This design comes from an exercise in tuning for small area, a short achievable clock period and few clock cycles per item on the open sky130 flow, not from production work. In this exercise RTL edits were held to simulation tests only and were not proved equivalent to the original. Power figures rest on the tool's default switching activity, not on a simulated workload.

==> flow/config.mk <==
export PLATFORM = sky130hd
export DESIGN_NAME = msdap
export DESIGN_NICKNAME = msdap
export VERILOG_FILES = /design/flow/design.v
export SDC_FILE = /design/flow/constraint.sdc
export NUM_CORES = 4
export LEC_CHECK = 0
export CAP_MARGIN = 20
export CORE_MARGIN = 2
export CORE_UTILIZATION = 40
export PLACE_DENSITY = 0.6
export SLEW_MARGIN = 20
==> flow/constraint.sdc <==
create_clock -name core_clock -period 10.0 [get_ports {clk}]
set_input_delay 2.0000 -clock core_clock [delete_from_list [all_inputs] [get_ports {clk}]]
set_output_delay 2.0000 -clock core_clock [all_outputs]
set_load 0.01 [all_outputs]
==> flow/design.v <==
`timescale 1ns / 1ps
module msdap (
	input         clk,
	input         rst_n,
	input         in_valid,
	output        in_ready,
	input  [15:0] in_l,
	input  [15:0] in_r,
	input         flush,
	output        out_valid,
	output [39:0] out_l,
	output [39:0] out_r
);
wire        rj_write_en, h_write_en, x_write_en;
wire [3:0]  rj_write_val;
wire [6:0]  h_write_val;
wire [6:0]  x_newest;
wire [7:0]  x_count;
wire        alu_start, alu_abort;
wire        doneL, doneR;
wire [39:0] yL, yR;
wire [3:0]  rjL_rd_addr, rjR_rd_addr;
wire [7:0]  rjL_data, rjR_data;
wire [6:0]  hL_rd_addr, hR_rd_addr;
wire [7:0]  hL_data, hR_data;
wire [6:0]  xL_rd_addr, xR_rd_addr;
wire [15:0] xL_data, xR_data;
main_controller msdap_main (
	.clk(clk), .rst_n(rst_n), .in_valid(in_valid), .in_ready(in_ready), .flush(flush),
	.rj_write_en(rj_write_en), .rj_write_val(rj_write_val),
	.h_write_en(h_write_en), .h_write_val(h_write_val),
	.x_write_en(x_write_en), .x_newest(x_newest), .x_count(x_count),
	.alu_start(alu_start), .alu_abort(alu_abort),
	.doneL(doneL), .doneR(doneR), .yL(yL), .yR(yR),
	.out_valid(out_valid), .out_l(out_l), .out_r(out_r));
rj_memory rjL (.clk(clk), .write_en(rj_write_en), .write(rj_write_val), .data_in(in_l[7:0]),
	.read(rjL_rd_addr), .rj_data(rjL_data));
rj_memory rjR (.clk(clk), .write_en(rj_write_en), .write(rj_write_val), .data_in(in_r[7:0]),
	.read(rjR_rd_addr), .rj_data(rjR_data));
hcoeff_memory hL (.clk(clk), .write_en(h_write_en), .write(h_write_val), .data_in({in_l[8], in_l[6:0]}),
	.read(hL_rd_addr), .h_data(hL_data));
hcoeff_memory hR (.clk(clk), .write_en(h_write_en), .write(h_write_val), .data_in({in_r[8], in_r[6:0]}),
	.read(hR_rd_addr), .h_data(hR_data));
x_memory xL (.clk(clk), .write_en(x_write_en), .write(x_newest + 7'd1), .data_in(in_l),
	.read(xL_rd_addr), .x_data(xL_data));
x_memory xR (.clk(clk), .write_en(x_write_en), .write(x_newest + 7'd1), .data_in(in_r),
	.read(xR_rd_addr), .x_data(xR_data));
alu_channel aluL (.clk(clk), .rst_n(rst_n), .start(alu_start), .abort(alu_abort),
	.x_newest(x_newest), .x_count(x_count),
	.rj_addr(rjL_rd_addr), .rj_in(rjL_data), .h_addr(hL_rd_addr), .h_in(hL_data),
	.x_addr(xL_rd_addr), .x_in(xL_data), .done(doneL), .y(yL));
alu_channel aluR (.clk(clk), .rst_n(rst_n), .start(alu_start), .abort(alu_abort),
	.x_newest(x_newest), .x_count(x_count),
	.rj_addr(rjR_rd_addr), .rj_in(rjR_data), .h_addr(hR_rd_addr), .h_in(hR_data),
	.x_addr(xR_rd_addr), .x_in(xR_data), .done(doneR), .y(yR));
endmodule
module rj_memory (clk, write_en, write, data_in, read, rj_data);
input        clk, write_en;
input  [3:0] write, read;
input  [7:0] data_in;
output [7:0] rj_data;
reg [7:0] rj_mem [15:0];
always @(posedge clk)
	if (write_en)
		rj_mem[write] <= data_in;
assign rj_data = rj_mem[read];
endmodule
module hcoeff_memory (clk, write_en, write, data_in, read, h_data);
input        clk, write_en;
input  [6:0] write, read;
input  [7:0] data_in;
output [7:0] h_data;
reg [7:0] h_mem [127:0];
always @(posedge clk)
	if (write_en)
		h_mem[write] <= data_in;
assign h_data = h_mem[read];
endmodule
module x_memory (clk, write_en, write, data_in, read, x_data);
input         clk, write_en;
input  [6:0]  write, read;
input  [15:0] data_in;
output [15:0] x_data;
reg [15:0] x_mem [127:0];
always @(posedge clk)
	if (write_en)
		x_mem[write] <= data_in;
assign x_data = x_mem[read];
endmodule
module sign_extender (xin_data, xout_data);
input  [15:0] xin_data;
output [39:0] xout_data;
assign xout_data = {{8{xin_data[15]}}, xin_data, 16'h0000};
endmodule
module adder (clk, clr, add_sub_flag, self_add, shifted_add, x1, x2, y);
input             clk, clr, add_sub_flag, self_add, shifted_add;
input      [39:0] x1, x2;
output reg [39:0] y;
reg [39:0] temp;
always @(posedge clk)
begin
	if (clr)
	begin
		temp <= 40'b0;
		y    <= 40'b0;
	end
	else if (self_add && !add_sub_flag)
		temp <= temp + x1;
	else if (self_add && add_sub_flag)
		temp <= temp + (~x1 + 40'd1);
	else if (shifted_add)
	begin
		y    <= temp + x2;
		temp <= 40'b0;
	end
end
endmodule
module shifter (clk, clr, shift_en, shift_in, shift_out);
input             clk, clr, shift_en;
input      [39:0] shift_in;
output reg [39:0] shift_out;
always @(posedge clk)
begin
	if (clr)
		shift_out <= 40'b0;
	else if (shift_en)
		shift_out <= {shift_in[39], shift_in[39:1]};
end
endmodule
module alu_channel (clk, rst_n, start, abort, x_newest, x_count,
	rj_addr, rj_in, h_addr, h_in, x_addr, x_in, done, y);
input             clk, rst_n, start, abort;
input      [6:0]  x_newest;
input      [7:0]  x_count;
output reg [3:0]  rj_addr;
input      [7:0]  rj_in;
output reg [6:0]  h_addr;
input      [7:0]  h_in;
output     [6:0]  x_addr;
input      [15:0] x_in;
output reg        done;
output     [39:0] y;
localparam S_IDLE  = 3'b111;
localparam S_WAIT  = 3'b000;
localparam S_RJ    = 3'b001;
localparam S_H     = 3'b010;
localparam S_ADD   = 3'b011;
localparam S_SHIFT = 3'b100;
reg [2:0] compState;
reg [1:0] cnt;
reg [4:0] k;
reg [7:0] i, j;
reg       clr, self_add, add_sub_flag, shifted_add, shift_en;
reg [15:0] x_term;
wire [39:0] x_ext, sum, shifted;
wire term_ok = ({1'b0, h_in[6:0]} < x_count);
assign x_addr = x_newest - h_in[6:0];
sign_extender s_ext (.xin_data(x_term), .xout_data(x_ext));
adder add (.clk(clk), .clr(clr), .add_sub_flag(add_sub_flag), .self_add(self_add),
	.shifted_add(shifted_add), .x1(x_ext), .x2(shifted), .y(sum));
shifter shift (.clk(clk), .clr(clr), .shift_en(shift_en), .shift_in(sum), .shift_out(shifted));
assign y = shifted;
always @(*)
begin
	h_addr = i[6:0];
	rj_addr = k[3:0];
end
always @(posedge clk)
begin
	if (!rst_n || abort)
	begin
		compState    <= S_IDLE;
		cnt          <= 2'd0;
		k            <= 5'd0;
		i            <= 8'd0;
		j            <= 8'd0;
		clr          <= 1'b1;
		self_add     <= 1'b0;
		add_sub_flag <= 1'b0;
		shifted_add  <= 1'b0;
		shift_en     <= 1'b0;
		done         <= 1'b0;
	end
	else
	begin
		self_add    <= 1'b0;
		shifted_add <= 1'b0;
		shift_en    <= 1'b0;
		done        <= 1'b0;
		case (compState)
		S_IDLE:
		begin
			if (start)
			begin
				cnt       <= 2'd0;
				compState <= S_WAIT;
			end
		end
		S_WAIT:
		begin
			clr <= 1'b1;
			i   <= 8'd0;
			j   <= 8'd0;
			k   <= 5'd0;
			cnt <= cnt + 2'd1;
			if (cnt == 2'd3)
				compState <= S_RJ;
		end
		S_RJ:
		begin
			clr <= 1'b0;
			if (k < 5'd16)
			begin
				j         <= j + rj_in;
				compState <= S_H;
			end
			else
			begin
				done      <= 1'b1;
				compState <= S_IDLE;
			end
		end
		S_H:
		begin
			if (i < j)
			begin
				if (term_ok)
				begin
					self_add     <= 1'b1;
					add_sub_flag <= h_in[7];
					x_term       <= x_in;
				end
				i <= i + 8'd1;
			end
			else
				compState <= S_ADD;
		end
		S_ADD:
		begin
			shifted_add <= 1'b1;
			compState   <= S_SHIFT;
		end
		S_SHIFT:
		begin
			shift_en  <= 1'b1;
			k         <= k + 5'd1;
			compState <= S_RJ;
		end
		default:
			compState <= S_IDLE;
		endcase
	end
end
endmodule
module main_controller (clk, rst_n, in_valid, in_ready, flush,
	rj_write_en, rj_write_val, h_write_en, h_write_val,
	x_write_en, x_newest, x_count, alu_start, alu_abort,
	doneL, doneR, yL, yR, out_valid, out_l, out_r);
input             clk, rst_n, in_valid, flush;
output            in_ready;
output            rj_write_en;
output     [3:0]  rj_write_val;
output            h_write_en;
output     [6:0]  h_write_val;
output            x_write_en;
output reg [6:0]  x_newest;
output reg [7:0]  x_count;
output            alu_start;
output            alu_abort;
input             doneL, doneR;
input      [39:0] yL, yR;
output reg        out_valid;
output reg [39:0] out_l, out_r;
localparam ST_RJ   = 2'd0;
localparam ST_H    = 2'd1;
localparam ST_WAIT = 2'd2;
localparam ST_CALC = 2'd3;
reg [1:0] state;
reg [6:0] load_count;
reg       yReadyL, yReadyR;
wire load_phase = (state == ST_RJ) || (state == ST_H);
wire accept     = in_valid && in_ready && !(flush && !load_phase);
assign in_ready     = (state != ST_CALC);
assign rj_write_en  = accept && (state == ST_RJ);
assign rj_write_val = load_count[3:0];
assign h_write_en   = accept && (state == ST_H);
assign h_write_val  = load_count;
assign x_write_en   = accept && (state == ST_WAIT);
assign alu_start    = x_write_en;
assign alu_abort    = flush && !load_phase;
wire doneL_all = yReadyL || doneL;
wire doneR_all = yReadyR || doneR;
always @(posedge clk)
begin
	if (!rst_n)
	begin
		state      <= ST_RJ;
		load_count <= 7'd0;
		x_newest   <= 7'd0;
		x_count    <= 8'd0;
		yReadyL    <= 1'b0;
		yReadyR    <= 1'b0;
		out_valid  <= 1'b0;
	end
	else
	begin
		out_valid <= 1'b0;
		case (state)
		ST_RJ:
		begin
			if (accept)
			begin
				load_count <= load_count + 7'd1;
				if (load_count == 7'd15)
				begin
					load_count <= 7'd0;
					state      <= ST_H;
				end
			end
		end
		ST_H:
		begin
			if (accept)
			begin
				load_count <= load_count + 7'd1;
				if (load_count == 7'd127)
					state <= ST_WAIT;
			end
		end
		ST_WAIT:
		begin
			if (flush)
				x_count <= 8'd0;
			else if (accept)
			begin
				x_newest <= x_newest + 7'd1;
				if (x_count != 8'd128)
					x_count <= x_count + 8'd1;
				yReadyL <= 1'b0;
				yReadyR <= 1'b0;
				state   <= ST_CALC;
			end
		end
		ST_CALC:
		begin
			if (flush)
			begin
				x_count <= 8'd0;
				yReadyL <= 1'b0;
				yReadyR <= 1'b0;
				state   <= ST_WAIT;
			end
			else
			begin
				if (doneL)
				begin
					yReadyL <= 1'b1;
					out_l   <= yL;
				end
				if (doneR)
				begin
					yReadyR <= 1'b1;
					out_r   <= yR;
				end
				if (doneL_all && doneR_all)
				begin
					out_valid <= 1'b1;
					state     <= ST_WAIT;
				end
			end
		end
		endcase
	end
end
endmodule
==> flow/run.sh <==
#!/bin/bash
# synth_recipe.tcl (not shown) runs the flow's synth.tcl, then flattens the netlist and writes it again
# the make line also repeats each setting of config.mk as NAME=value (left out here)
make -C /OpenROAD-flow-scripts/flow DESIGN_CONFIG=/design/flow/config.mk WORK_HOME=/design/flow/orfs CLKGATE_MAP_FILE= SYNTH_SCRIPT=/design/flow/synth_recipe.tcl finish
==> summary.txt <==
-- logic make-up (layout without fill, tap and decap cells) --
family                   after synthesis  after routing  share of synthesized area
flip-flops                          6827           6827                      0.752
multiplexers                        2082           2082                      0.169
AND/OR/NAND/NOR                     1644           1644                     0.0273
AO/OA/AOI/OAI                        969            969                     0.0235
buffers and inverters                827           2069                     0.0125
adder cells (fa/ha/maj)              215            215                     0.0103
XOR/XNOR                             151            151                    0.00493
other                                  1             39                  0.0000140
-- power breakdown --
part	total (W)	internal, W	switching [W]
Combinational	0.000572	0.0000495	0.000523
Sequential	0.0313	0.0313	0.00000387
Clock	0.0248	0.0138	0.0109
Total	0.0566	0.0452	0.0115
-- final timing paths --
kind	startpoint	to	cells after the start
min reg2reg	aluL.shift.shift_out[0]	msdap_main.out_l[0]	0
max	flip-flop	aluL.x_term[5]	15
min	aluL.shift.shift_out[0]	msdap_main.out_l[0]	0
max reg2reg	flip-flop	aluL.x_term[5]	15
-- cell type report --
class,count,share of cell area
antenna,37,0.000303
multi-input combinational,5063,0.211
inverter,142,0.00174
timing repair buffer,685,0.0205
sequential,6827,0.661
tap,8909,0.0365
clock buffer,854,0.0588
clock inverter,388,0.0111
-- metrics by stage --
step	cell area (µm²)	worst slack [ns]
2_1_floorplan	268000	3.68
3_3_place_gp	284000	0.797
3_5_place_dp	284000	1.44
4_1_cts	305000	1.44
5_1_grt	306000	1.42
6_report	306000	1.50
-- state kept, by name (all words and copies together) (netlist names), 16 cells and up, named ones only --
register,cells
aluL.add.temp,24
aluL.add.y,39
aluL.shift.shift_out,39
aluL.x_term,16
aluR.add.temp,24
aluR.add.y,39
aluR.shift.shift_out,39
aluR.x_term,16
hL.h_mem,1024
hR.h_mem,1024
msdap_main.out_l,39
msdap_main.out_r,39
rjL.rj_mem,128
rjR.rj_mem,128
xL.x_mem,2048
xR.x_mem,2048
-- placed cells by master, fill, tap and decap left out, types with 34 or more instances in the layout --
master / count
mux2i_1: 114
inv_1: 140
nor2_4: 133
clkinv_2: 112
edfxtp_1: 6510
a21oi_1: 220
o22ai_1: 201
xnor2_1: 99
clkinv_1: 158
a21o_1: 50
bufinv_16: 41
buf_12: 58
nor4_1: 34
a211oi_1: 42
buf_4: 518
diode_2: 37
nand3_1: 122
ha_1: 205
clkbuf_1: 154
nor3b_1: 37
xor2_1: 48
mux4_2: 1962
clkbuf_16: 688
nor2_1: 461
nor2b_1: 41
dfxtp_1: 298
o21ai_0: 130
nor3_1: 44
clkdlybuf4s50_1: 85
nand2_1: 572
-- layer usage --
metal  track usage  share of wire  vias up
met5             0        0.00018        -
met4        0.0541          0.028       20
met3        0.0359          0.090      996
met2         0.334           0.47     6435
met1         0.312           0.42    72800
li1              -              -    54500
==> impl_metrics.tcl <==
set metrics [dict create \
    path_max_fanout 56 \
    numCtsBuffers 679 \
    insertion_delay_ns 1.16 \
    hpwl_um 430000 \
    grt_remaining_overflow 0 \
    drt_iter0_markers 18800 \
    portBuffers 117 \
    rrSetupSlack_ns 1.50 \
    nets 13600 \
    postSynthCellCount 12700 \
    power_density_nw_per_um2 185 \
    yosysUniqueCellTypes 81 \
    fin_util 0.458 \
    regArea_um2 202000 \
    critical_path.top_delay_family "multiplexers" \
    synth_edf_count 6510 \
    drtPass1Iterations 8 \
    arrival_ns 9.40 \
    finalSetupViolCount 0 \
    grtUsageTotal 0.213 \
    start_util 0.402 \
    min_path_type "flip-flop to flip-flop" \
    worst_pin_slew_ns 1.25 \
    cp_slowest_cell "fa_4" \
    stdcell_count 22900 \
    cp-start-kind "flip-flop" \
    core.rowCount 300 \
    ys_top_cells_by_area "edfxtp_1 (73%), mux4_2 (16%), dfxtp_1 (2.4%)" \
    synth_common_cells "edfxtp_1 (6510), mux4_2 (1962), nor2_1 (601)" \
    route.vias.total 135000 \
    area_delta_synth_final_pct 13.9 \
    fin_hold_ws_ns 0.432 \
    ys.warnings.count 7 \
    fin_setup_tns_ns 0 \
    min_period_ns 8.50 \
    syn_area_um2 268000 \
    clock.fmax_mhz 118 \
    cts_max_path_buffers 4 \
    slowest_delay_ns 1.42 \
    drive_gt1_frac 0.267 \
    cts_setup_buffers 0 \
    rsz0062_at_grt "false" \
    fin_skew_ns 0.120 \
    vdd_drop_max_mv 0.193 \
    synth.top_cell.area_share 0.729 \
    antenna_found_initial 52 \
    root_buffer "clkbuf_16" \
    grt_pass1_vias 132000 \
    drv_cap 0 \
    final_hold_viol_count 0 \
    status "timing/DRC/antenna clean" \
    worst-path-buf-inv 3 \
    cp.required_ns 10.90 \
    routed_wl_um 739000 \
    detail_route.wl_per_cell_um 32.2 \
    synth_largest_area_cell "edfxtp_1" \
    clock-sinks 6827 \
    drtAntennaViolNets 0 \
    postCtsResizedCells 0 \
    relSlewSlack 0.164 \
    cts_max_level 6 \
    vias_per_cell 5.88 \
    grt_max_degree 164 \
    synth.most_common_cell "edfxtp_1" \
    p_leak_nw 93.9 \
    syn_avg_cell_area_um2 21.1 \
    ios 118 \
    cts.clk_slew.worst_paths_ns 0.06 \
    fill_cells 55300 \
    cts_tree "done" \
    finalPower_w 0.0566 \
    synth-seq-area-share 0.752 \
    min_period_over_period 0.850 \
    die_width_um 823 \
    core_area_um2 668000 \
    slew_viol_final 0 \
    cp_cell_sequence "buf_4, mux4_2, mux4_2, mux4_2, mux2i_1, inv_1, fa_4, buf_12, mux4_2, nand2_1, nand2_1, o21ai_0, a221o_1, nor4_1, a31o_1" \
    critPathKind "flip-flop to flip-flop" \
    multi_input_area_um2 64300 \
    die_area_um2 677000 \
    routabilityCongestion 0.837 \
    synth_seq_cells 6827 \
    grt_first_pass_wirelength_um 1030000 \
    worstSetupEndpointType "flip-flop" \
    hold_buffers 0 \
    ys_async_sr_fraction 0 \
    cp_common_cell "mux4_2" \
    dp.cells 21600 \
    die_h_um 823 \
    dominantRegCellSynth "edfxtp_1" \
    drc 0 \
]
Testbench counts, summed over its fixed seeds: cycles 192,200, samples 960.

[what the ideal ports hide]
The flow's constraints put no driver on any port. The routed layout listed below was extracted and timed again, unchanged, in two steps. Step 1 assumes that a clkbuf_16 drives the clock port and a buf_2 every other input. Step 2 moves the port delays by t, midway between the first and last clock arrival at a register: inputs arrive t later, outputs are due t later. That takes back most of the time a late clock gives input paths. Three values: ideal ports, drivers, drivers and shift; two values: the first two.
shift t [ns]: 1.250
slack for setup (ns): 1.504 / 1.504 / 1.504
worst setup path after step 2: register to register
slew at the worst register clock pin (ns): 0.07 / 0.07
After both steps this run still meets setup and hold. For this run, drivers alone change the setup slack by 0.000 ns; drivers and shift together by 0.000 ns.
